Background: an optimization exercise with open tools, aiming at small area. Do not read the settings as production practice. The RTL was checked by simulation tests, not by an equivalence proof against the original design. Power and IR drop assume default switching activity.

==> flow/design.v <==
`timescale 1ns/1ps
module AXILiteS_s_axi_Reg_Interface
#(parameter
    C_S_AXI_ADDR_WIDTH = 8,
    C_S_AXI_DATA_WIDTH = 32
)(
    input  wire                          ACLK,
    input  wire                          ARESET,
    input  wire [C_S_AXI_ADDR_WIDTH-1:0] AWADDR,
    input  wire                          AWVALID,
    output wire                          AWREADY,
    input  wire [C_S_AXI_DATA_WIDTH-1:0] WDATA,
    input  wire [C_S_AXI_DATA_WIDTH/8-1:0] WSTRB,
    input  wire                          WVALID,
    output wire                          WREADY,
    output wire [1:0]                    BRESP,
    output wire                          BVALID,
    input  wire                          BREADY,
    input  wire [C_S_AXI_ADDR_WIDTH-1:0] ARADDR,
    input  wire                          ARVALID,
    output wire                          ARREADY,
    output wire [C_S_AXI_DATA_WIDTH-1:0] RDATA,
    output wire [1:0]                    RRESP,
    output wire                          RVALID,
    input  wire                          RREADY,
    output wire [31:0]                   reg0_out,
    output wire [31:0]                   reg1_out,
    output wire [31:0]                   reg2_out,
    output wire [31:0]                   reg3_out,
    output wire [31:0]                   reg4_out,
    output wire [31:0]                   reg5_out,
    output wire [31:0]                   reg6_out,
    output wire [31:0]                   reg7_out,
    output wire [31:0]                   reg8_out,
    output wire [31:0]                   reg9_out,
    output wire [31:0]                   reg10_out,
    output wire [31:0]                   reg11_out,
    output wire [31:0]                   reg12_out,
    output wire [31:0]                   reg13_out,
    output wire [31:0]                   reg14_out,
    output wire [31:0]                   reg15_out,
    output wire [31:0]                   reg16_out,
    output wire [31:0]                   reg17_out,
    output wire [31:0]                   reg18_out,
    output wire [31:0]                   reg19_out,
    output wire [31:0]                   reg20_out,
    output wire [31:0]                   reg21_out,
    output wire [31:0]                   reg22_out,
    output wire [31:0]                   reg23_out,
    output wire [31:0]                   reg24_out,
    output wire [31:0]                   reg25_out,
    output wire [31:0]                   reg26_out,
    output wire [31:0]                   reg27_out,
    output wire [31:0]                   reg28_out,
    output wire [31:0]                   reg29_out,
    output wire [31:0]                   reg30_out,
    output wire [31:0]                   reg31_out,        
    input wire [31:0]                   reg0_in,
    input wire [31:0]                   reg1_in,
    input wire [31:0]                   reg2_in,
    input wire [31:0]                   reg3_in,
    input wire [31:0]                   reg4_in,
    input wire [31:0]                   reg5_in,
    input wire [31:0]                   reg6_in,
    input wire [31:0]                   reg7_in,
    input wire [31:0]                   reg8_in,
    input wire [31:0]                   reg9_in,
    input wire [31:0]                   reg10_in,
    input wire [31:0]                   reg11_in,
    input wire [31:0]                   reg12_in,
    input wire [31:0]                   reg13_in,
    input wire [31:0]                   reg14_in,
    input wire [31:0]                   reg15_in,
    input wire [31:0]                   reg16_in,
    input wire [31:0]                   reg17_in,
    input wire [31:0]                   reg18_in,
    input wire [31:0]                   reg19_in,
    input wire [31:0]                   reg20_in,
    input wire [31:0]                   reg21_in,
    input wire [31:0]                   reg22_in,
    input wire [31:0]                   reg23_in,
    input wire [31:0]                   reg24_in,
    input wire [31:0]                   reg25_in,
    input wire [31:0]                   reg26_in,
    input wire [31:0]                   reg27_in,
    input wire [31:0]                   reg28_in,
    input wire [31:0]                   reg29_in,
    input wire [31:0]                   reg30_in,
    input wire [31:0]                   reg31_in        
);
localparam
    ADDR_OUT_REG0             = 8'h00,
    ADDR_OUT_REG1             = 8'h04,
    ADDR_OUT_REG2             = 8'h08,
    ADDR_OUT_REG3             = 8'h0C,
    ADDR_OUT_REG4             = 8'h10,
    ADDR_OUT_REG5             = 8'h14,
    ADDR_OUT_REG6             = 8'h18,
    ADDR_OUT_REG7             = 8'h1C,
    ADDR_OUT_REG8             = 8'h20,
    ADDR_OUT_REG9             = 8'h24,
    ADDR_OUT_REG10            = 8'h28,
    ADDR_OUT_REG11            = 8'h2C,
    ADDR_OUT_REG12            = 8'h30,
    ADDR_OUT_REG13            = 8'h34,
    ADDR_OUT_REG14            = 8'h38,
    ADDR_OUT_REG15            = 8'h3C,
    ADDR_OUT_REG16            = 8'h40,
    ADDR_OUT_REG17            = 8'h44,
    ADDR_OUT_REG18            = 8'h48,
    ADDR_OUT_REG19            = 8'h4C,
    ADDR_OUT_REG20            = 8'h50,
    ADDR_OUT_REG21            = 8'h54,
    ADDR_OUT_REG22            = 8'h58,
    ADDR_OUT_REG23            = 8'h5C,
    ADDR_OUT_REG24            = 8'h60,
    ADDR_OUT_REG25            = 8'h64,
    ADDR_OUT_REG26            = 8'h68,
    ADDR_OUT_REG27            = 8'h6C,
    ADDR_OUT_REG28            = 8'h70,
    ADDR_OUT_REG29            = 8'h74,
    ADDR_OUT_REG30            = 8'h78,
    ADDR_OUT_REG31            = 8'h7C,
    ADDR_IN_REG0             = 8'h80,
    ADDR_IN_REG1             = 8'h84,
    ADDR_IN_REG2             = 8'h88,
    ADDR_IN_REG3             = 8'h8C,
    ADDR_IN_REG4             = 8'h90,
    ADDR_IN_REG5             = 8'h94,
    ADDR_IN_REG6             = 8'h98,
    ADDR_IN_REG7             = 8'h9C,
    ADDR_IN_REG8             = 8'hA0,
    ADDR_IN_REG9             = 8'hA4,
    ADDR_IN_REG10            = 8'hA8,
    ADDR_IN_REG11            = 8'hAC,
    ADDR_IN_REG12            = 8'hB0,
    ADDR_IN_REG13            = 8'hB4,
    ADDR_IN_REG14            = 8'hB8,
    ADDR_IN_REG15            = 8'hBC,
    ADDR_IN_REG16            = 8'hC0,
    ADDR_IN_REG17            = 8'hC4,
    ADDR_IN_REG18            = 8'hC8,
    ADDR_IN_REG19            = 8'hCC,
    ADDR_IN_REG20            = 8'hD0,
    ADDR_IN_REG21            = 8'hD4,
    ADDR_IN_REG22            = 8'hD8,
    ADDR_IN_REG23            = 8'hDC,
    ADDR_IN_REG24            = 8'hE0,
    ADDR_IN_REG25            = 8'hE4,
    ADDR_IN_REG26            = 8'hE8,
    ADDR_IN_REG27            = 8'hEC,
    ADDR_IN_REG28            = 8'hF0,
    ADDR_IN_REG29            = 8'hF4,
    ADDR_IN_REG30            = 8'hF8,
    ADDR_IN_REG31            = 8'hFC,
    WRIDLE                  = 2'd0,
    WRDATA                  = 2'd1,
    WRRESP                  = 2'd2,
    WRRESET                 = 2'd3,
    RDIDLE                  = 2'd0,
    RDDATA                  = 2'd1,
    RDRESET                 = 2'd2,
    ADDR_BITS         = C_S_AXI_ADDR_WIDTH;
    wire                          ACLK_EN;
    assign ACLK_EN = 1'b1;
    reg  [1:0]                    wstate;
    reg  [1:0]                    wnext;
    reg  [ADDR_BITS-1:0]          waddr;
    wire [31:0]                   wmask;
    wire                          aw_hs;
    wire                          w_hs;
    reg  [1:0]                    rstate;
    reg  [1:0]                    rnext;
    reg  [31:0]                   rdata;
    wire                          ar_hs;
    wire [ADDR_BITS-1:0]          raddr;
    reg [31:0]                   reg0_out_r;
    reg [31:0]                   reg1_out_r;
    reg [31:0]                   reg2_out_r;
    reg [31:0]                   reg3_out_r;
    reg [31:0]                   reg4_out_r;
    reg [31:0]                   reg5_out_r;
    reg [31:0]                   reg6_out_r;
    reg [31:0]                   reg7_out_r;
    reg [31:0]                   reg8_out_r;
    reg [31:0]                   reg9_out_r;
    reg [31:0]                   reg10_out_r;
    reg [31:0]                   reg11_out_r;
    reg [31:0]                   reg12_out_r;
    reg [31:0]                   reg13_out_r;
    reg [31:0]                   reg14_out_r;
    reg [31:0]                   reg15_out_r;
    reg [31:0]                   reg16_out_r;
    reg [31:0]                   reg17_out_r;
    reg [31:0]                   reg18_out_r;
    reg [31:0]                   reg19_out_r;
    reg [31:0]                   reg20_out_r;
    reg [31:0]                   reg21_out_r;
    reg [31:0]                   reg22_out_r;
    reg [31:0]                   reg23_out_r;
    reg [31:0]                   reg24_out_r;
    reg [31:0]                   reg25_out_r;
    reg [31:0]                   reg26_out_r;
    reg [31:0]                   reg27_out_r;
    reg [31:0]                   reg28_out_r;
    reg [31:0]                   reg29_out_r;
    reg [31:0]                   reg30_out_r;
    reg [31:0]                   reg31_out_r;      
    assign AWREADY = (wstate == WRIDLE);
    assign WREADY  = (wstate == WRDATA);
    assign BRESP   = 2'b00;   
    assign BVALID  = (wstate == WRRESP);
    assign wmask   = { {8{WSTRB[3]}}, {8{WSTRB[2]}}, {8{WSTRB[1]}}, {8{WSTRB[0]}} };
    assign aw_hs   = AWVALID & AWREADY;
    assign w_hs    = WVALID & WREADY;
    always @(posedge ACLK) begin
        if (ARESET)
            wstate <= WRRESET;
        else if (ACLK_EN)
            wstate <= wnext;
    end
    always @(*) begin
        case (wstate)
            WRIDLE:
                if (AWVALID)
                    wnext = WRDATA;
                else
                    wnext = WRIDLE;
            WRDATA:
                if (WVALID)
                    wnext = WRRESP;
                else
                    wnext = WRDATA;
            WRRESP:
                if (BREADY)
                    wnext = WRIDLE;
                else
                    wnext = WRRESP;
            default:
                wnext = WRIDLE;
        endcase
    end
    always @(posedge ACLK) begin
        if (ACLK_EN) begin
            if (aw_hs)
                waddr <= AWADDR[ADDR_BITS-1:0];
        end
    end
    assign ARREADY = (rstate == RDIDLE);
    assign RDATA   = rdata;
    assign RRESP   = 2'b00;   
    assign RVALID  = (rstate == RDDATA);
    assign ar_hs   = ARVALID & ARREADY;
    assign raddr   = ARADDR[ADDR_BITS-1:0];
    always @(posedge ACLK) begin
        if (ARESET)
            rstate <= RDRESET;
        else if (ACLK_EN)
            rstate <= rnext;
    end
    always @(*) begin
        case (rstate)
            RDIDLE:
                if (ARVALID)
                    rnext = RDDATA;
                else
                    rnext = RDIDLE;
            RDDATA:
                if (RREADY & RVALID)
                    rnext = RDIDLE;
                else
                    rnext = RDDATA;
            default:
                rnext = RDIDLE;
        endcase
    end
    always @(posedge ACLK) begin
        if (ACLK_EN) begin
            if (ar_hs) begin
                rdata <= 32'b0;
                case (raddr)
                    ADDR_IN_REG0: begin
                        rdata <= reg0_in;
                    end
                    ADDR_IN_REG1: begin
                        rdata <= reg1_in;
                    end
                    ADDR_IN_REG2: begin
                        rdata <= reg2_in;
                    end
                    ADDR_IN_REG3: begin
                        rdata <= reg3_in;
                    end
                    ADDR_IN_REG4: begin
                        rdata <= reg4_in;
                    end
                    ADDR_IN_REG5: begin
                        rdata <= reg5_in;
                    end
                    ADDR_IN_REG6: begin
                        rdata <= reg6_in;
                    end
                    ADDR_IN_REG7: begin
                        rdata <= reg7_in;
                    end
                    ADDR_IN_REG8: begin
                        rdata <= reg8_in;
                    end
                    ADDR_IN_REG9: begin
                        rdata <= reg9_in;
                    end
                    ADDR_IN_REG10: begin
                        rdata <= reg10_in;
                    end
                    ADDR_IN_REG11: begin
                        rdata <= reg11_in;
                    end
                    ADDR_IN_REG12: begin
                        rdata <= reg12_in;
                    end
                    ADDR_IN_REG13: begin
                        rdata <= reg13_in;
                    end
                    ADDR_IN_REG14: begin
                        rdata <= reg14_in;
                    end
                    ADDR_IN_REG15: begin
                        rdata <= reg15_in;
                    end
                    ADDR_IN_REG16: begin
                        rdata <= reg16_in;
                    end
                    ADDR_IN_REG17: begin
                        rdata <= reg17_in;
                    end
                    ADDR_IN_REG18: begin
                        rdata <= reg18_in;
                    end
                    ADDR_IN_REG19: begin
                        rdata <= reg19_in;
                    end
                    ADDR_IN_REG20: begin
                        rdata <= reg20_in;
                    end
                    ADDR_IN_REG21: begin
                        rdata <= reg21_in;
                    end
                    ADDR_IN_REG22: begin
                        rdata <= reg22_in;
                    end
                    ADDR_IN_REG23: begin
                        rdata <= reg23_in;
                    end
                    ADDR_IN_REG24: begin
                        rdata <= reg24_in;
                    end
                    ADDR_IN_REG25: begin
                        rdata <= reg25_in;
                    end
                    ADDR_IN_REG26: begin
                        rdata <= reg26_in;
                    end
                    ADDR_IN_REG27: begin
                        rdata <= reg27_in;
                    end
                    ADDR_IN_REG28: begin
                        rdata <= reg28_in;
                    end
                    ADDR_IN_REG29: begin
                        rdata <= reg29_in;
                    end
                    ADDR_IN_REG30: begin
                        rdata <= reg30_in;
                    end
                    ADDR_IN_REG31: begin
                        rdata <= reg31_in;
                    end
                endcase
            end
        end
    end
    assign reg0_out   = reg0_out_r;
    assign reg1_out   = reg1_out_r;
    assign reg2_out   = reg2_out_r;
    assign reg3_out   = reg3_out_r;
    assign reg4_out   = reg4_out_r;
    assign reg5_out   = reg5_out_r;
    assign reg6_out   = reg6_out_r;
    assign reg7_out   = reg7_out_r;
    assign reg8_out   = reg8_out_r;
    assign reg9_out   = reg9_out_r;
    assign reg10_out   = reg10_out_r;
    assign reg11_out   = reg11_out_r;
    assign reg12_out   = reg12_out_r;
    assign reg13_out   = reg13_out_r;
    assign reg14_out   = reg14_out_r;
    assign reg15_out   = reg15_out_r;
    assign reg16_out   = reg16_out_r;
    assign reg17_out   = reg17_out_r;
    assign reg18_out   = reg18_out_r;
    assign reg19_out   = reg19_out_r;
    assign reg20_out   = reg20_out_r;
    assign reg21_out   = reg21_out_r;
    assign reg22_out   = reg22_out_r;
    assign reg23_out   = reg23_out_r;
    assign reg24_out   = reg24_out_r;
    assign reg25_out   = reg25_out_r;
    assign reg26_out   = reg26_out_r;
    assign reg27_out   = reg27_out_r;
    assign reg28_out   = reg28_out_r;
    assign reg29_out   = reg29_out_r;
    assign reg30_out   = reg30_out_r;
    assign reg31_out   = reg31_out_r;
    always @(posedge ACLK) begin
        if (ARESET) begin
            reg0_out_r <= 0;
            reg1_out_r <= 0;
            reg2_out_r <= 0;
            reg3_out_r <= 0;
            reg4_out_r <= 0;
            reg5_out_r <= 0;
            reg6_out_r <= 0;
            reg7_out_r <= 0;
            reg8_out_r <= 0;
            reg9_out_r <= 0;
            reg10_out_r <= 0;
            reg11_out_r <= 0;
            reg12_out_r <= 0;
            reg13_out_r <= 0;
            reg14_out_r <= 0;
            reg15_out_r <= 0;
            reg16_out_r <= 0;
            reg17_out_r <= 0;
            reg18_out_r <= 0;
            reg19_out_r <= 0;
            reg20_out_r <= 0;
            reg21_out_r <= 0;
            reg22_out_r <= 0;
            reg23_out_r <= 0;
            reg24_out_r <= 0;
            reg25_out_r <= 0;
            reg26_out_r <= 0;
            reg27_out_r <= 0;
            reg28_out_r <= 0;
            reg29_out_r <= 0;
            reg30_out_r <= 0;
            reg31_out_r <= 0;
        end else if (ACLK_EN) begin
            if (w_hs) begin
                case (waddr)
                    ADDR_OUT_REG0: reg0_out_r[31:0] <= (WDATA[31:0] & wmask) | (reg0_out_r[31:0] & ~wmask);
                    ADDR_OUT_REG1: reg1_out_r[31:0] <= (WDATA[31:0] & wmask) | (reg1_out_r[31:0] & ~wmask);
                    ADDR_OUT_REG2: reg2_out_r[31:0] <= (WDATA[31:0] & wmask) | (reg2_out_r[31:0] & ~wmask);
                    ADDR_OUT_REG3: reg3_out_r[31:0] <= (WDATA[31:0] & wmask) | (reg3_out_r[31:0] & ~wmask);
                    ADDR_OUT_REG4: reg4_out_r[31:0] <= (WDATA[31:0] & wmask) | (reg4_out_r[31:0] & ~wmask);
                    ADDR_OUT_REG5: reg5_out_r[31:0] <= (WDATA[31:0] & wmask) | (reg5_out_r[31:0] & ~wmask);
                    ADDR_OUT_REG6: reg6_out_r[31:0] <= (WDATA[31:0] & wmask) | (reg6_out_r[31:0] & ~wmask);
                    ADDR_OUT_REG7: reg7_out_r[31:0] <= (WDATA[31:0] & wmask) | (reg7_out_r[31:0] & ~wmask);
                    ADDR_OUT_REG8: reg8_out_r[31:0] <= (WDATA[31:0] & wmask) | (reg8_out_r[31:0] & ~wmask);
                    ADDR_OUT_REG9: reg9_out_r[31:0] <= (WDATA[31:0] & wmask) | (reg9_out_r[31:0] & ~wmask);
                    ADDR_OUT_REG10: reg10_out_r[31:0] <= (WDATA[31:0] & wmask) | (reg10_out_r[31:0] & ~wmask);
                    ADDR_OUT_REG11: reg11_out_r[31:0] <= (WDATA[31:0] & wmask) | (reg11_out_r[31:0] & ~wmask);
                    ADDR_OUT_REG12: reg12_out_r[31:0] <= (WDATA[31:0] & wmask) | (reg12_out_r[31:0] & ~wmask);
                    ADDR_OUT_REG13: reg13_out_r[31:0] <= (WDATA[31:0] & wmask) | (reg13_out_r[31:0] & ~wmask);
                    ADDR_OUT_REG14: reg14_out_r[31:0] <= (WDATA[31:0] & wmask) | (reg14_out_r[31:0] & ~wmask);
                    ADDR_OUT_REG15: reg15_out_r[31:0] <= (WDATA[31:0] & wmask) | (reg15_out_r[31:0] & ~wmask);
                    ADDR_OUT_REG16: reg16_out_r[31:0] <= (WDATA[31:0] & wmask) | (reg16_out_r[31:0] & ~wmask);
                    ADDR_OUT_REG17: reg17_out_r[31:0] <= (WDATA[31:0] & wmask) | (reg17_out_r[31:0] & ~wmask);
                    ADDR_OUT_REG18: reg18_out_r[31:0] <= (WDATA[31:0] & wmask) | (reg18_out_r[31:0] & ~wmask);
                    ADDR_OUT_REG19: reg19_out_r[31:0] <= (WDATA[31:0] & wmask) | (reg19_out_r[31:0] & ~wmask);
                    ADDR_OUT_REG20: reg20_out_r[31:0] <= (WDATA[31:0] & wmask) | (reg20_out_r[31:0] & ~wmask);
                    ADDR_OUT_REG21: reg21_out_r[31:0] <= (WDATA[31:0] & wmask) | (reg21_out_r[31:0] & ~wmask);
                    ADDR_OUT_REG22: reg22_out_r[31:0] <= (WDATA[31:0] & wmask) | (reg22_out_r[31:0] & ~wmask);
                    ADDR_OUT_REG23: reg23_out_r[31:0] <= (WDATA[31:0] & wmask) | (reg23_out_r[31:0] & ~wmask);
                    ADDR_OUT_REG24: reg24_out_r[31:0] <= (WDATA[31:0] & wmask) | (reg24_out_r[31:0] & ~wmask);
                    ADDR_OUT_REG25: reg25_out_r[31:0] <= (WDATA[31:0] & wmask) | (reg25_out_r[31:0] & ~wmask);
                    ADDR_OUT_REG26: reg26_out_r[31:0] <= (WDATA[31:0] & wmask) | (reg26_out_r[31:0] & ~wmask);
                    ADDR_OUT_REG27: reg27_out_r[31:0] <= (WDATA[31:0] & wmask) | (reg27_out_r[31:0] & ~wmask);
                    ADDR_OUT_REG28: reg28_out_r[31:0] <= (WDATA[31:0] & wmask) | (reg28_out_r[31:0] & ~wmask);
                    ADDR_OUT_REG29: reg29_out_r[31:0] <= (WDATA[31:0] & wmask) | (reg29_out_r[31:0] & ~wmask);
                    ADDR_OUT_REG30: reg30_out_r[31:0] <= (WDATA[31:0] & wmask) | (reg30_out_r[31:0] & ~wmask);
                    ADDR_OUT_REG31: reg31_out_r[31:0] <= (WDATA[31:0] & wmask) | (reg31_out_r[31:0] & ~wmask);
                endcase
            end  
        end
    end
endmodule
`timescale 1ns/1ps
module Quad_decoder #
(
    parameter integer COUNT_BITS = 16,    
    parameter         SATURATE   = 0      
)
(
    input  wire clk,
    input  wire rst,          
    input  wire A1,
    input  wire B1,
    input  wire A2,
    input  wire B2,
    output wire [31:0] count_out
);
    reg a1_ff1, a1_ff2, b1_ff1, b1_ff2;
    reg a2_ff1, a2_ff2, b2_ff1, b2_ff2;
    always @(posedge clk) begin
        a1_ff1 <= A1;  a1_ff2 <= a1_ff1;
        b1_ff1 <= B1;  b1_ff2 <= b1_ff1;
        a2_ff1 <= A2;  a2_ff2 <= a2_ff1;
        b2_ff1 <= B2;  b2_ff2 <= b2_ff1;
    end
    wire a1_s = a1_ff2, b1_s = b1_ff2;
    wire a2_s = a2_ff2, b2_s = b2_ff2;
    reg [1:0] st1, st2;               
    wire [1:0] now1 = {a1_s, b1_s};
    wire [1:0] now2 = {a2_s, b2_s};
    reg [COUNT_BITS-1:0] cnt1, cnt2;
    function [COUNT_BITS-1:0] inc;
        input [COUNT_BITS-1:0] x;
        begin
            if (SATURATE && &x) inc = x;             
            else                inc = x + {{(COUNT_BITS-1){1'b0}},1'b1};
        end
    endfunction
    function [COUNT_BITS-1:0] dec;
        input [COUNT_BITS-1:0] x;
        begin
            if (SATURATE && (x == {COUNT_BITS{1'b0}})) dec = x;  
            else                                       dec = x - {{(COUNT_BITS-1){1'b0}},1'b1};
        end
    endfunction
    function [1:0] quad_step;
        input [1:0] prev;
        input [1:0] curr;
        begin
            case ({prev,curr})
                4'b00_01, 4'b01_11, 4'b11_10, 4'b10_00: quad_step = 2'b01;  
                4'b00_10, 4'b10_11, 4'b11_01, 4'b01_00: quad_step = 2'b11;  
                default:                                   quad_step = 2'b00;  
            endcase
        end
    endfunction
    always @(posedge clk) begin
        if (rst) begin
            st1  <= 2'b00;
            st2  <= 2'b00;
            cnt1 <= {1'b1, {COUNT_BITS-1{1'b0}}};
            cnt2 <= {1'b1, {COUNT_BITS-1{1'b0}}};
        end else begin
            case (quad_step(st1, now1))
                2'b01: cnt1 <= inc(cnt1);
                2'b11: cnt1 <= dec(cnt1);
                default: ;  
            endcase
            st1 <= now1;
            case (quad_step(st2, now2))
                2'b01: cnt2 <= inc(cnt2);
                2'b11: cnt2 <= dec(cnt2);
                default: ;  
            endcase
            st2 <= now2;
        end
    end
    assign count_out = { cnt2[15:0], cnt1[15:0] };
endmodule
`timescale 1ns/1ps
module pwm_generator #(
    parameter integer MAX_COUNT = 10000   
)(
    input  wire                  clk,
    input  wire                  rst,           
    input  wire signed [31:0]    duty_in,       
    output reg                   Dir_A,         
    output reg                   Dir_B,         
    output reg                   PWM_Out        
);
    reg [31:0] cnt;
    reg [31:0] duty_mag_lat;
    wire [31:0] duty_abs = duty_in[31] ? (~duty_in + 32'd1) : duty_in;
    always @(posedge clk) begin
        if (rst) begin
            cnt          <= 32'd0;
            duty_mag_lat <= 32'd0;
            Dir_A        <= 1'b0;
            Dir_B        <= 1'b0;
            PWM_Out      <= 1'b0;
        end else begin
            if (cnt >= (MAX_COUNT-1))
                cnt <= 32'd0;
            else
                cnt <= cnt + 32'd1;
            if (cnt == 32'd0) begin
                if (duty_in > 0) begin
                    Dir_A <= 1'b1;
                    Dir_B <= 1'b0;
                end else if (duty_in < 0) begin
                    Dir_A <= 1'b0;
                    Dir_B <= 1'b1;
                end else begin
                    Dir_A <= 1'b0;
                    Dir_B <= 1'b0;
                end
                if (duty_abs >= MAX_COUNT[31:0])
                    duty_mag_lat <= MAX_COUNT[31:0];
                else
                    duty_mag_lat <= duty_abs;
            end
            PWM_Out <= (duty_mag_lat != 32'd0) && (cnt < duty_mag_lat);
        end
    end
endmodule
module custom_bram_controller #(
    parameter BASE_ADDR = 32'h4000_0000,   
    parameter NUM_LOC  = 4           
)(
    input A_CLK,
    input A_RESETN,
    input [32*NUM_LOC -1:0] write_data,   
    input [NUM_LOC-1:0]  read_strobe,     
    input [NUM_LOC-1:0] write_strobe,    
    output reg [32*NUM_LOC - 1:0] read_data,
    output reg [NUM_LOC-1:0]  read_done,     
    output reg [NUM_LOC-1:0] write_done,    
    output reg [31:0] addrb,
    output clkb,
    output reg [31:0] dinb,
    input [31:0] doutb,
    output reg enb,
    output rstb,
    output reg [3:0] web
);
    assign clkb = A_CLK;
    assign rstb = !A_RESETN;
    reg [$clog2(NUM_LOC)-1:0] reg_counter;
    reg [$clog2(NUM_LOC)-1:0] last_reg_counter;
    localparam  ST_CHECK_READ   = 2'b00,
                ST_READ_VAL     = 2'b01,
                ST_CHECK_WRITE  = 2'b10,
                ST_WRITE_VAL    = 2'b11;
    reg [1:0] state;
    always @(posedge A_CLK) begin
        if (!A_RESETN) begin
            state <= ST_CHECK_READ;
            reg_counter <= 0;
        end else begin
            case (state)
                ST_CHECK_READ: begin
                    if (read_strobe[reg_counter]) begin
                        state <= ST_READ_VAL;
                    end else begin
                        state <= ST_CHECK_WRITE;
                    end
                end
                ST_READ_VAL: begin
                    state <= ST_CHECK_WRITE;
                end
                ST_CHECK_WRITE: begin
                    if (write_strobe[reg_counter]) begin
                        state <= ST_WRITE_VAL;
                    end else begin
                        state <= ST_CHECK_READ;
                        if (reg_counter == NUM_LOC - 1) begin
                            reg_counter <= 0;
                        end else begin
                            reg_counter <= reg_counter + 1;
                        end
                        last_reg_counter <= reg_counter;
                    end
                end
                ST_WRITE_VAL: begin
                    state <= ST_CHECK_READ;
                    if (reg_counter == NUM_LOC - 1) begin
                        reg_counter <= 0;
                    end else begin
                        reg_counter <= reg_counter + 1;
                    end
                    last_reg_counter <= reg_counter;
                end
                default: begin
                    state <= ST_CHECK_READ;
                    reg_counter <= 0;
                end
            endcase
        end
    end
    always @(posedge A_CLK) begin
        if (!A_RESETN) begin
            enb        <= 1'b0;
            web        <= 4'b0000;
            addrb      <= 32'b0;
            dinb       <= 32'd0;
            write_done <= 'd0;
            read_done  <= 'd0;
            read_data  <= 'd0;
        end else begin
            enb        <= 1'b0;
            web        <= 4'b0000;
            dinb       <= 32'd0;
            case (state)
                ST_WRITE_VAL: begin
                    enb   <= 1'b1;
                    web   <= 4'b1111;
                    addrb <= BASE_ADDR + (reg_counter << 2);
                    dinb  <= write_data[reg_counter*32 +: 32];  
                    write_done[reg_counter] <= 1'b1;
                end
                ST_READ_VAL: begin
                    enb   <= 1'b1;
                    web   <= 4'b0000;
                    addrb <= BASE_ADDR + (reg_counter << 2);
                    read_data[reg_counter*32 +: 32] <= doutb;
                    read_done[reg_counter] <= 1'b1;
                end
                default: begin
                    write_done[last_reg_counter] <= 1'b0;
                    read_done[last_reg_counter]  <= 1'b0;
                end
            endcase
        end
    end
endmodule
module slot0_reader #(
    parameter integer NUM_LOC  = 4,
    parameter integer WORD_W   = 32
)(
    input  wire                      clk,
    input  wire                      rstn,          
    input  wire [WORD_W*NUM_LOC-1:0] read_data,
    input  wire [NUM_LOC-1:0]        read_done,
    output wire [NUM_LOC-1:0]        read_strobe,
    output reg  [WORD_W-1:0]         slot0_value
);
    assign read_strobe = { {(NUM_LOC-1){1'b0}}, 1'b1 };
    always @(posedge clk) begin
        if (!rstn) begin
            slot0_value <= {WORD_W{1'b0}};
        end else if (read_done[0]) begin
            slot0_value <= read_data[0*WORD_W +: WORD_W];
        end
    end
endmodule
`timescale 1ns/1ps
module split32 (
    input  wire [31:0] data_in,
    output wire out16,
    output wire out15, output wire out14, output wire out13, output wire out12,
    output wire out11, output wire out10, output wire out9,  output wire out8,
    output wire out7,  output wire out6,  output wire out5,  output wire out4,
    output wire out3,  output wire out2,  output wire out1,  output wire out0
);
    assign {out16,
            out15, out14, out13, out12,
            out11, out10, out9,  out8,
            out7,  out6,  out5,  out4,
            out3,  out2,  out1,  out0} = data_in[16:0];
endmodule
module led_driver (
    input  wire [31:0] data_in,               
    output wire [15:0] led_16bits_tri_o       
);
    assign led_16bits_tri_o = data_in[31:16];
endmodule
`timescale 1ns/1ps
module pid_periph (
    input  wire        clk,
    input  wire        rst,             
    input  wire [7:0]  AWADDR,
    input  wire        AWVALID,
    output wire        AWREADY,
    input  wire [31:0] WDATA,
    input  wire [3:0]  WSTRB,
    input  wire        WVALID,
    output wire        WREADY,
    output wire [1:0]  BRESP,
    output wire        BVALID,
    input  wire        BREADY,
    input  wire [7:0]  ARADDR,
    input  wire        ARVALID,
    output wire        ARREADY,
    output wire [31:0] RDATA,
    output wire [1:0]  RRESP,
    output wire        RVALID,
    input  wire        RREADY,
    output wire [31:0] mac_sub_a,
    output wire [31:0] mac_sub_b,
    output wire [31:0] mac_sub_c,
    output wire [31:0] mac_add_a,
    output wire [31:0] mac_add_b,
    output wire [31:0] mac_add_c,
    output wire [31:0] mul_a,
    output wire [31:0] mul_b,
    output wire [31:0] add_a,
    output wire [31:0] add_b,
    output wire [31:0] sub_a,
    output wire [31:0] sub_b,
    output wire [16:0] fpu_ctrl,
    input  wire [31:0] mac_sub_r,
    input  wire [31:0] mac_add_r,
    input  wire [31:0] mul_r,
    input  wire [31:0] add_r,
    input  wire [31:0] sub_r,
    input  wire [16:0] fpu_status,
    input  wire        A1,
    input  wire        B1,
    input  wire        A2,
    input  wire        B2,
    output wire        Dir_A,
    output wire        Dir_B,
    output wire        PWM_Out,
    output wire [31:0] addrb,
    output wire [31:0] dinb,
    input  wire [31:0] doutb,
    output wire        enb,
    output wire        rstb,
    output wire [3:0]  web,
    output wire [15:0] led
);
    wire        rstn = ~rst;
    wire [31:0] reg13_out;
    wire [31:0] reg14_out;
    wire [31:0] quad_count;
    wire [31:0] unused_out0, unused_out15, unused_out16, unused_out17, unused_out18,
                unused_out19, unused_out20, unused_out21, unused_out22, unused_out23,
                unused_out24, unused_out25, unused_out26, unused_out27, unused_out28,
                unused_out29, unused_out30, unused_out31;
    AXILiteS_s_axi_Reg_Interface #(
        .C_S_AXI_ADDR_WIDTH (8),
        .C_S_AXI_DATA_WIDTH (32)
    ) u_regs (
        .ACLK      (clk),
        .ARESET    (rst),
        .AWADDR    (AWADDR),
        .AWVALID   (AWVALID),
        .AWREADY   (AWREADY),
        .WDATA     (WDATA),
        .WSTRB     (WSTRB),
        .WVALID    (WVALID),
        .WREADY    (WREADY),
        .BRESP     (BRESP),
        .BVALID    (BVALID),
        .BREADY    (BREADY),
        .ARADDR    (ARADDR),
        .ARVALID   (ARVALID),
        .ARREADY   (ARREADY),
        .RDATA     (RDATA),
        .RRESP     (RRESP),
        .RVALID    (RVALID),
        .RREADY    (RREADY),
        .reg0_out  (unused_out0),
        .reg1_out  (mac_sub_a),
        .reg2_out  (mac_sub_b),
        .reg3_out  (mac_sub_c),
        .reg4_out  (mac_add_a),
        .reg5_out  (mac_add_b),
        .reg6_out  (mac_add_c),
        .reg7_out  (mul_a),
        .reg8_out  (mul_b),
        .reg9_out  (add_a),
        .reg10_out (add_b),
        .reg11_out (sub_a),
        .reg12_out (sub_b),
        .reg13_out (reg13_out),
        .reg14_out (reg14_out),
        .reg15_out (unused_out15),
        .reg16_out (unused_out16),
        .reg17_out (unused_out17),
        .reg18_out (unused_out18),
        .reg19_out (unused_out19),
        .reg20_out (unused_out20),
        .reg21_out (unused_out21),
        .reg22_out (unused_out22),
        .reg23_out (unused_out23),
        .reg24_out (unused_out24),
        .reg25_out (unused_out25),
        .reg26_out (unused_out26),
        .reg27_out (unused_out27),
        .reg28_out (unused_out28),
        .reg29_out (unused_out29),
        .reg30_out (unused_out30),
        .reg31_out (unused_out31),
        .reg0_in   (32'hBEEFBABE),
        .reg1_in   (mac_sub_r),
        .reg2_in   (mac_add_r),
        .reg3_in   (mul_r),
        .reg4_in   (add_r),
        .reg5_in   (sub_r),
        .reg6_in   ({15'd0, fpu_status}),
        .reg7_in   (quad_count),
        .reg8_in   (32'd0),
        .reg9_in   (32'd0),
        .reg10_in  (32'd0),
        .reg11_in  (32'd0),
        .reg12_in  (32'd0),
        .reg13_in  (32'd0),
        .reg14_in  (32'd0),
        .reg15_in  (32'd0),
        .reg16_in  (32'd0),
        .reg17_in  (32'd0),
        .reg18_in  (32'd0),
        .reg19_in  (32'd0),
        .reg20_in  (32'd0),
        .reg21_in  (32'd0),
        .reg22_in  (32'd0),
        .reg23_in  (32'd0),
        .reg24_in  (32'd0),
        .reg25_in  (32'd0),
        .reg26_in  (32'd0),
        .reg27_in  (32'd0),
        .reg28_in  (32'd0),
        .reg29_in  (32'd0),
        .reg30_in  (32'd0),
        .reg31_in  (32'd0)
    );
    split32 u_split (
        .data_in (reg13_out),
        .out16 (fpu_ctrl[16]),
        .out15 (fpu_ctrl[15]), .out14 (fpu_ctrl[14]), .out13 (fpu_ctrl[13]), .out12 (fpu_ctrl[12]),
        .out11 (fpu_ctrl[11]), .out10 (fpu_ctrl[10]), .out9  (fpu_ctrl[9]),  .out8  (fpu_ctrl[8]),
        .out7  (fpu_ctrl[7]),  .out6  (fpu_ctrl[6]),  .out5  (fpu_ctrl[5]),  .out4  (fpu_ctrl[4]),
        .out3  (fpu_ctrl[3]),  .out2  (fpu_ctrl[2]),  .out1  (fpu_ctrl[1]),  .out0  (fpu_ctrl[0])
    );
    Quad_decoder #(
        .COUNT_BITS (16),
        .SATURATE   (0)
    ) u_quad (
        .clk       (clk),
        .rst       (rst),
        .A1        (A1),
        .B1        (B1),
        .A2        (A2),
        .B2        (B2),
        .count_out (quad_count)
    );
    pwm_generator #(
        .MAX_COUNT (4096)
    ) u_pwm (
        .clk     (clk),
        .rst     (rst),
        .duty_in (reg14_out),
        .Dir_A   (Dir_A),
        .Dir_B   (Dir_B),
        .PWM_Out (PWM_Out)
    );
    wire [127:0] bram_read_data;
    wire [3:0]   bram_read_done;
    wire [3:0]   bram_read_strobe;
    wire [3:0]   bram_write_done;
    wire         bram_clkb;
    wire [31:0]  slot0_value;
    custom_bram_controller #(
        .BASE_ADDR (32'h0000_0000),
        .NUM_LOC   (4)
    ) u_bram (
        .A_CLK        (clk),
        .A_RESETN     (rstn),
        .write_data   (128'd0),
        .read_strobe  (bram_read_strobe),
        .write_strobe (4'd0),
        .read_data    (bram_read_data),
        .read_done    (bram_read_done),
        .write_done   (bram_write_done),
        .addrb        (addrb),
        .clkb         (bram_clkb),
        .dinb         (dinb),
        .doutb        (doutb),
        .enb          (enb),
        .rstb         (rstb),
        .web          (web)
    );
    slot0_reader #(
        .NUM_LOC (4),
        .WORD_W  (32)
    ) u_slot0 (
        .clk         (clk),
        .rstn        (rstn),
        .read_data   (bram_read_data),
        .read_done   (bram_read_done),
        .read_strobe (bram_read_strobe),
        .slot0_value (slot0_value)
    );
    led_driver u_led (
        .data_in          (slot0_value),
        .led_16bits_tri_o (led)
    );
endmodule
==> flow/run.sh <==
#!/bin/bash
# synth_recipe.tcl (not shown) runs the flow's synth.tcl, then flattens the netlist and writes it again
# the make line also repeats each setting of config.mk as NAME=value (left out here)
make -C /OpenROAD-flow-scripts/flow DESIGN_CONFIG=/design/flow/config.mk WORK_HOME=/design/flow/orfs CLKGATE_MAP_FILE= SYNTH_SCRIPT=/design/flow/synth_recipe.tcl finish
==> flow/config.mk <==
export PLATFORM = sky130hd
export DESIGN_NAME = pid_periph
export DESIGN_NICKNAME = pid_periph
export VERILOG_FILES = /design/flow/design.v
export SDC_FILE = /design/flow/constraint.sdc
export NUM_CORES = 4
export LEC_CHECK = 0
export CAP_MARGIN = 20
export CORE_MARGIN = 2
export CORE_UTILIZATION = 40
export SLEW_MARGIN = 20
==> flow/constraint.sdc <==
create_clock -name core_clock -period 10.0 [get_ports {clk}]
set_input_delay 2.0000 -clock core_clock [delete_from_list [all_inputs] [get_ports {clk}]]
set_output_delay 2.0000 -clock core_clock [all_outputs]
set_load 0.01 [all_outputs]
==> summary.md <==
| Metric | Value |
|---|---|
| Worst Hold Class | flip-flop to flip-flop |
| CTS root buffer | clkbuf_16 |
| DRC | 0 |
| Die ar. | roughly 70000 µm² |
| Max Root-Sink Buffers | 3 |
| Hold Crit Depth | 0 |
| Worst path cell trace | buf_8 -> clkdlybuf4s50_1 |
| Placed insts | 4676 |
| Post-Syn Instances | about 3300 |
| Leading cell types in the layout, fill and taps excluded | clkdlybuf4s50_1 (715), nand2_1 (599), dfxtp_1 (589), a21oi_1 (511), nand3_1 (496) |
| CTS tree | yes |
| Hold EP | u_quad.b1_ff2 |
| R2R depth | 15 |
| CP Capture Type | output pin |
| Die width | about 260 µm |
| Ratio of cells with drive above 1 in the final layout | 0.0512 |
| Number of H-tree levels | 3 |
| Critical path's largest stage delay | 660 ps |
| Combinational Power Share | 0.101 |
| FF-to-FF Start | u_quad.b2_ff2 |
| Sequential area share after synthesis | 0.483 |
| Max_cap viols | 0 |
| Die Y-Extent | 264 µm |
| Core Box Area | between 60000 and 70000 µm² |
| Post-CTS sizing | 0 |
| Period utilization | 0.507 |
| Async SR Flop Fraction | 0 |
| Vias per inst | between 5 and 6 |
| Final net count | around 4200 |
| CP Max Fanout | 91 |
| Setup violators final | 0 |
| Syn Area/Cell | 8.23 µm² |
| Site row count | 95 |
| Power per Cell Area | roughly 160 nW/µm² |
| Synth Flop Type | dfxtp_1 |
| Minimum clock period | approximately 5100 ps |
| RSZ-0062 raised after global routing | false |
| Final WL | 107000 µm |
| Fmax achieved | around 200 MHz |
| Vias in the first global route | between 20000 and 25000 |
| Pins over their slew limit | 0 |
| Initial antenna violation count | 7 |
| Sw frac | 0.252 |
| CTS clk-pin slew, worst paths | 60 ps |
| Clock latency on the worst-skew pair | about 600 ps |
| Total grt overflow | 0 |
| Sink Count | 631 |
| Static Leak | roughly 0.013 µW |
| Share of the synthesized area in the top cell type | 0.437 |
| Initial core utilization | 0.403 |
| Synth unique cells | 66 |
| Setup TNS | 0 ps |
| CP bufs+invs | 2 |
| Synth top area cells | dfxtp_1 (44%), a21oi_1 (9.5%), nand3_1 (9.2%) |
| Total power | 5990 µW |
| R2R Setup Slk | 5090 ps |
| Clock power frac | 0.453 |
| Final GP Congestion | a little under 0.9 |
| WHS | 331 ps |
| IO Port Bufs | 720 |
| First-pass GRT wire length | 159000 µm |
| WL per Instance | 22.3 µm |
| Ports | 803 |
| Area Growth Syn to Fin | 36.7% |
| 1st-iter DRT viols | 2098 |
| VDD IR max | about 120 µV |
| GRT Util Overall | 0.296 |
| Share of power burned in registers | 0.445 |
| Outcome | finished clean |
| R2R Path End | u_quad.cnt2[15] |
| Largest net degree at the start of global routing | ~210 |
| Number of post-CTS setup repair buffers | 0 |
| Vias post-DR | between 20000 and 30000 |
| Final core occ | 0.550 |
| Slew @ Worst Pin | 1160 ps |
| Critical-path top delay cell | clkdlybuf4s50_1 |
| Clock skew | between 20 and 25 ps |
| Syn Std Cell Area | approximately 27000 µm² |
| Internal | approximately 4500 µW |
| Synth warnings | 5 |
| Detailed Place HPWL | approximately 76000 µm |
| HP Start | u_quad.b1_ff1 |
| Post-route ant nets | 0 |
| Finished Layout Cells | just under 5000 |
| Critical Path Start Type | primary input |
| Final Hold Viols | 0 |
| Commonest non-fill, non-tap cell in the layout | clkdlybuf4s50_1 |
| Psw | ~1500 µW |
| Iteration count of the initial detailed-routing pass | 7 |
| WP data required | 8000 ps |
| CTS buffer count | slightly above 70 |
| Register bit count reported by yosys | approximately 630 |
| Cell family with most CP delay | buffers and inverters |
| Setup CP Type | primary input to output pin |
| Crit path DAT | about 3100 ps |
| Max-slew headroom | 0.227 |
| Post-CTS Hold Buffers | 0 |
| Post-synth EDFFs | 42 |
| Cell taking the most area after synthesis | dfxtp_1 |
==> per-layer routing <==
layer | up-vias | global-route usage | wire length, µm
met1 | 12416 | 0.368 | 43900
li1 | 12495 | - | -
met2 | 1011 | 0.487 | 50400
met3 | 165 | 0.0856 | 9520
met5 | - | 0 | 0
met4 | 0 | 0.105 | 3460
==> power groups by stage <==
| stage | clock network [µW] | registers [µW] | logic, µW |
|---|---|---|---|
| finish | 2710 | 2670 | 606 |
| global route | 2860 | 2670 | 659 |
| CTS | 2760 | 2660 | 602 |
| detailed placement | 0 | 2720 | 599 |
| global placement | 0 | 2720 | 598 |
| floorplan | 0 | 2690 | 386 |
==> how the worst max path moves through the flow <==
| stage | endpoint | slack (ps) | cells past startpoint | from |
|---|---|---|---|---|
| 6_report | rstb | 4930 | 2 | rst |
| 5_1_grt | u_quad.cnt2[15] | 4770 | 15 | u_quad.b2_ff2 |
| 4_1_cts | rstb | 4880 | 2 | rst |
| 3_5_place_dp | flip-flop | 4580 | 8 | WVALID |
| 3_3_place_gp | flip-flop | 4560 | 8 | WVALID |
| 2_1_floorplan | u_quad.cnt2[15] | 5840 | 15 | u_quad.b2_ff2 |
==> synth_stat cells, types with 3 or more instances <==
library cell  count
a22oi_1          43
a221oi_1         26
a22o_1           21
mux2i_1          30
a211oi_1         12
nand2_1         599
a222oi_1          4
or2_2             4
nor2b_1           9
a21oi_1         511
o221ai_1          3
a21o_1           23
xnor2_1          34
o21a_1            3
nand3_1         496
inv_1            57
clkbuf_1        225
nand3b_1          6
buf_1             6
or4_1             9
buf_4            87
dfxtp_1         589
and3_1            8
nand4_1          13
o21bai_1          4
o2111ai_1         4
o31ai_1           3
edfxtp_1         42
ha_1             72
o211ai_1          4
nor3b_1           3
nor2_1          119
and2_1            9
xor2_1           16
or3_1             9
o41ai_1           7
o21ai_0          40
nor3_1           44
nand2b_1          9
mux2_2            7
nor4_1           27
o21ai_2          10
==> metrics by stage <==
stage	area, µm²	worst slack [ps]
final	36900	4930
after global routing	36900	4770
after CTS	36900	4880
after detailed placement	34500	4580
after global placement	34500	4560
after floorplan	27300	5840
==> final cells by class <==
| type | instances | area (µm²) |
|---|---|---|
| clock inverter | 24 | 330 |
| antenna | 7 | 17.5 |
| fill | 6329 | 30100 |
| clock buffer | 102 | 2080 |
| sequential | 631 | 13100 |
| timing repair buffer | 759 | 7510 |
| tap | 873 | 1090 |
| inverter | 57 | 214 |
| multi-input combinational | 2356 | 12600 |
==> logic make-up after synthesis <==
family / Yosys count / share of synthesized area
buf+inv: 378 / 0.0650
simple gates: 1368 / 0.227
other cells: 1 / 0.000139
flops: 631 / 0.483
xor+xnor: 50 / 0.0162
fa+ha+maj: 74 / 0.0348
mux: 37 / 0.0140
compound gates: 741 / 0.160

-- separate check: timing with driven ports --
How much do the figures lean on ideal ports? The routed layout below was timed once more, with nothing changed but the port constraints.
Step 1 (the two cells are an assumption about what drives the block):
set clk [get_ports {clk}]
set_driving_cell -lib_cell sky130_fd_sc_hd__clkbuf_16 $clk
set_driving_cell -lib_cell sky130_fd_sc_hd__buf_2 [delete_from_list [all_inputs] $clk]
Step 2 times the ports against the registers' clock, not the clock port: input delays grow and output delays shrink by t, the midpoint of the rising clock arrivals with the driver on.
Three values: ideal, step 1, step 2; two values: the first two.
t (ns): 0.663
setup WS [ns]: 4.933 / 4.880 / 4.562
worst setup path at the end: input to register
latest minus earliest clock arrival (ns): 0.024 / 0.025
cell pins on the clock port's net: 1
After both steps this run still meets setup and hold. The setup slack of this run moves by -0.053 ns with the drivers and by -0.371 ns with both steps.
